This design comes from an exercise in tuning for small area on the open sky130 flow, not from production work. Only simulation tests tie the RTL to the original design; equivalence was not proved. Power figures rest on the tool's default switching activity, not on a simulated workload.

--- flow/config.mk ---
export PLATFORM = sky130hd
export DESIGN_NAME = fir
export DESIGN_NICKNAME = fir
export VERILOG_FILES = /design/flow/design.v
export SDC_FILE = /design/flow/constraint.sdc
export NUM_CORES = 4
export LEC_CHECK = 0
export CAP_MARGIN = 20
export CORE_MARGIN = 2
export CORE_UTILIZATION = 40
export SLEW_MARGIN = 20
--- flow/constraint.sdc ---
create_clock -name core_clock -period 6.5 [get_ports {clk}]
set_input_delay 1.3000 -clock core_clock [delete_from_list [all_inputs] [get_ports {clk}]]
set_output_delay 1.3000 -clock core_clock [all_outputs]
set_load 0.01 [all_outputs]
--- flow/design.v ---
module dff(clk, reset, d, q);
input clk;
input reset;
input  [15:0] d;
output [15:0] q; 
reg    [15:0] q_r;
always @(posedge clk)
begin
    if(reset)
        q_r <= 0;
    else
        q_r <= d;
end
assign q = q_r; 
endmodule
module fir(clk, din, reset, dout);
input clk; 
input signed [7:0] din; 
input reset; 
output signed [15:0] dout; 
reg    signed [15:0] dout_reg;
wire  signed [7:0]  h0,h1,h2,h3,h4,h5,h6,h7,h8,h9,h10,h11,h12;
wire  signed [15:0] m0,m1,m2,m3,m4,m5,m6,m7,m8,m9,m10,m11,m12; 
wire  signed [15:0] q1,q2,q3,q4,q5,q6,q7,q8,q9,q10,q11,q12; 
wire  signed [15:0] a1,a2,a3,a4,a5,a6,a7,a8,a9,a10,a11,a12;
assign h0  = -1;
assign h1  = 2;
assign h2  = 2;
assign h3  = -9;
assign h4  = -3;
assign h5  = 38;
assign h6  = 67;
assign h7  = 38;
assign h8  = -3;
assign h9  = -9;
assign h10 = 2;
assign h11 = 2;
assign h12 = -1;
assign m12 = h12 * din; 
assign m11 = h11 * din; 
assign m10 = h10 * din; 
assign m9  = h9  * din; 
assign m8  = h8  * din; 
assign m7  = h7  * din; 
assign m6  = h6  * din; 
assign m5  = h5  * din; 
assign m4  = h4  * din; 
assign m3  = h3  * din; 
assign m2  = h2  * din; 
assign m1  = h1  * din; 
assign m0  = h0  * din; 
assign a1  = q1  + m11;
assign a2  = q2  + m10; 
assign a3  = q3  + m9;
assign a4  = q4  + m8; 
assign a5  = q5  + m7;
assign a6  = q6  + m6; 
assign a7  = q7  + m5;
assign a8  = q8  + m4; 
assign a9  = q9  + m3;
assign a10 = q10 + m2; 
assign a11 = q11 + m1;
assign a12 = q12 + m0; 
dff dff1( .clk(clk), .reset(reset),.d(m12), .q(q1)); 
dff dff2( .clk(clk), .reset(reset),.d(a1),  .q(q2)); 
dff dff3( .clk(clk), .reset(reset),.d(a2),  .q(q3)); 
dff dff4( .clk(clk), .reset(reset),.d(a3),  .q(q4)); 
dff dff5( .clk(clk), .reset(reset),.d(a4),  .q(q5)); 
dff dff6( .clk(clk), .reset(reset),.d(a5),  .q(q6)); 
dff dff7( .clk(clk), .reset(reset),.d(a6),  .q(q7)); 
dff dff8( .clk(clk), .reset(reset),.d(a7),  .q(q8)); 
dff dff9( .clk(clk), .reset(reset),.d(a8),  .q(q9)); 
dff dff10(.clk(clk), .reset(reset),.d(a9),  .q(q10)); 
dff dff11(.clk(clk), .reset(reset),.d(a10), .q(q11)); 
dff dff12(.clk(clk), .reset(reset),.d(a11), .q(q12)); 
always @(posedge clk)
begin
  if(reset)
    dout_reg <= 0;
  else
    dout_reg <= a12;
end
assign dout = dout_reg;
endmodule
--- flow/run.sh ---
#!/bin/bash
# synth_recipe.tcl (not shown) runs the flow's synth.tcl, then flattens the netlist and writes it again
# the make line also repeats each setting of config.mk as NAME=value (left out here)
make -C /OpenROAD-flow-scripts/flow DESIGN_CONFIG=/design/flow/config.mk WORK_HOME=/design/flow/orfs CLKGATE_MAP_FILE= SYNTH_SCRIPT=/design/flow/synth_recipe.tcl finish
==> flow_summary.json <==
{
  "outcome": "no timing/DRC/antenna violations",
  "cap_violations": 0,
  "layout_common_cells": "278 x ha_1, 208 x dfxtp_1, 201 x nor2_1",
  "drc_errors": 0,
  "reg2reg_depth": 16,
  "final_common_cell": "ha_1",
  "yosysSeqAreaShare_pct": 25.9,
  "path_cells": "clkdlybuf4s50_1, inv_1, fa_1, inv_1, ha_1, inv_1, fa_1, inv_1, buf_4, ha_1, a21oi_1, nor2b_1, nor2_1, xnor2_1, ha_1, a2111oi_0, o21ai_0, a41oi_1, buf_4, o21ai_0, a31oi_1, xor3_1, nor2_1",
  "hpwl_mm": 29.9,
  "fin_worst_skew_ps": 13.4,
  "async_reset_ff_share_pct": 0,
  "power_frac_seq_pct": 22.0,
  "finalNonFillerCells": 2398,
  "slew_headroom_pct": 42.7,
  "p_sw_share_pct": 41.4,
  "utilization_pct": 45.6,
  "ys_seq_elements": 208,
  "clk_pin_slew_worst_paths_ps": 60,
  "drt-initial-drc-count": 718,
  "finalPower_mw": 8.54,
  "wirelength_mm": 38.8,
  "finalSetupViolations": 0,
  "grt_max_degree": 112,
  "crit_path_end_kind": "flip-flop",
  "fmax_mhz": 166,
  "drv_slew": 0,
  "grt_usage_pct": 19.0,
  "cp_max_fo": 3,
  "portBuffers": 25,
  "dieArea_sq_um": 41800,
  "fin_ws_ps": 459,
  "cp_data_arrival_time_ps": 6530,
  "fp.dieH_um": 204,
  "tns_ps": 0,
  "pwr-share-comb_pct": 59.7,
  "p_int_mw": 5.00,
  "period_minus_slack_ps": 6040,
  "cpPeakStageDelay_ps": 550,
  "synth_warnings": 2,
  "crit_top_cell": "inv_1",
  "numCtsBuffers": 26,
  "pre_cts_ws_ps": -25.4,
  "cts_setup_buffers": 0,
  "worstReg2RegStart": "dff6.q_r[1]",
  "cts.repair.resized": 0,
  "crit_type": "input pin to flip-flop",
  "drive_above_1_share_pct": 6.78,
  "crit_path_start_kind": "input pin",
  "syn_nets": 2124,
  "critical_path.endpoint": "dff4.q_r[15]",
  "p_sw_mw": 3.53,
  "avgViaCountPerCell": 5.21,
  "slowest_stage": "fa_1",
  "syn_to_final_growth_pct": 12.8,
  "leakage_nw": 8.63,
  "yosys.area.top_type": "dfxtp_1",
  "avgSynthCellArea_sq_um": 8.98,
  "crit_start": "din[2]",
  "drt-wirelength-per-cell_um": 16.2,
  "pwr-share-clk_pct": 18.3,
  "grt_pass1_wl_mm": 64.0,
  "holdCritPathClass": "flip-flop to flip-flop",
  "finalHoldViolCount": 0,
  "worst_slew_pin_slew_ps": 859,
  "reg2reg_setup_slack_ps": 2390,
  "finalNetCount": 2190,
  "pin_count": 26,
  "netlist-cell-type-count": 72,
  "rr_endpoint": "dff7.q_r[14]",
  "clk_latency_ps": 560,
  "period_share_pct": 92.9,
  "placed_area_sq_um": 17200,
  "irDropWorstVdd_mv": 0.305,
  "worstPathRequired_ps": 6980,
  "ant_nets": 0,
  "gp_congestion": 0.898,
  "dp_cells": 2352,
  "htreeDepth": 1,
  "postCtsHoldBufs": 0,
  "dieWidth_um": 204,
  "num_rows": 73,
  "initial_utilization_pct": 40.4,
  "first_pass_iters": 5,
  "synth_edf_count": 0,
  "cts_sinks": 208,
  "synth_area_leaders": "dfxtp_1 26%, ha_1 22%, fa_1 5.9%",
  "rsz0062_at_grt": "false",
  "whs_ps": 433,
  "cts_tree": "built",
  "ys.flop_type": "dfxtp_1",
  "antenna_found_initial": 0,
  "fp.coreArea_sq_um": 39700,
  "power_density_nw_per_um2": 471,
  "postLayoutCellArea_sq_um": 18100,
  "grt-ovfl-total": 0,
  "clk_path_buf_depth": 3,
  "grt_pass1_vias": 12658,
  "yosysTopAreaCellShare_pct": 25.9,
  "dr_total_vias": 12505,
  "cts-root-buf": "clkbuf_16",
  "netlist_instances": 1789,
  "syn_area_sq_um": 16100
}
-- routing by layer --
layer  vias to the layer above  share of wire, %  wire [um]  track usage (%)
met5                         -                 0          0                0
met4                         0               3.3       1280             6.31
met3                        78               3.1       1200             2.39
met2                       228                47      18200             33.2
met1                      5787                47      18100             24.2
li1                       6412                 -          -                -
-- kinds of logic after synthesis --
| group | count (synthesis) | share of synthesized area, % |
|---|---|---|
| simple gates | 512 | 15.6 |
| compound gates | 408 | 17.3 |
| fa+ha+maj | 325 | 27.5 |
| flops | 208 | 25.9 |
| buf+inv | 170 | 4.16 |
| xor+xnor | 153 | 8.60 |
| mux | 13 | 0.888 |
-- worst max-delay path, delay by kind of cell --
kind                       cells  cell delay, ps
and+or+nand+nor                3             280
buffers and inverters          7            1100
AOI/OAI and AO/OA              6            1540
adders and majority gates      5            1890
xor gates and xnor gates       2             420
-- Yosys cell counts, types with 11 or more instances --
master and instances:
a211oi_1 15, a21o_1 67, a21oi_1 104, a31oi_1 20
and2_1 19, and3_1 13, clkbuf_1 31, dfxtp_1 208
fa_1 47, ha_1 278, inv_1 128, nand2_1 63
nand2b_1 16, nand3_1 22, nand4_1 13, nor2_1 201
nor2b_1 61, nor3_1 52, o21a_1 32, o21ai_0 67
o21bai_1 17, or3_1 11, xnor2_1 81, xor2_1 69
-- power by group through the flow --
| stage | registers, mW | clock network [mW] | logic [mW] |
|---|---|---|---|
| 2_1_floorplan | 1.85 | 0 | 3.83 |
| 3_3_place_gp | 1.91 | 0 | 4.93 |
| 3_5_place_dp | 1.90 | 0 | 5.04 |
| 4_1_cts | 1.88 | 1.60 | 5.08 |
| 5_1_grt | 1.92 | 1.66 | 5.74 |
| 6_report | 1.88 | 1.56 | 5.09 |
-- cell type report --
cell class              count  area, sq um
clock inverters            11          191
diodes                      1         2.50
well taps                 525          657
multi-input cells        1411        11200
fillers                  3868        21600
inverters                 129          484
repair buffers             79          652
flip-flops and latches    208         4160
clock buffers              34          731
-- worst min path at each step --
stage / to / slack (ps) / cells past startpoint / from
final: dff3.q_r[0] / 430 / 1 / dff2.q_r[0]
after global routing: dff11.q_r[0] / 450 / 1 / dff10.q_r[0]
after CTS: dff3.q_r[0] / 440 / 1 / dff2.q_r[0]
after detailed placement: dff3.q_r[0] / 420 / 1 / dff2.q_r[0]
after global placement: dff2.q_r[0] / 420 / 1 / dff1.q_r[0]
after floorplan: dff11.q_r[0] / 410 / 1 / dff10.q_r[0]

-- separate check: timing with driven ports --
The results above use ideal ports. As a check the final layout listed here was re-extracted and re-timed, cells and wires unchanged.
Step 1 (the two cells are an assumption about what drives the block):
set clk [get_ports {clk}]
set_driving_cell -lib_cell sky130_fd_sc_hd__clkbuf_16 $clk
set_driving_cell -lib_cell sky130_fd_sc_hd__buf_2 [delete_from_list [all_inputs] $clk]
Step 2 also shifts input and output timing later by t, the mid clock arrival at the registers, as if the neighbouring blocks saw the same clock.
Three values: ideal ports, drivers, drivers and shift; two values: the first two.
shift t [ns]: 0.603
slack for setup (ns): 0.459 / 0.491 / -0.112
hold slack, ns: 0.433 / 0.433 / 0.433
worst setup path at the end: input to register
worst slew at a driven data input, ns: 0.05
With both steps, setup timing fails in this run, where it was met with ideal ports. The setup slack of this run moves by +0.032 ns with the drivers and by -0.571 ns with both steps.
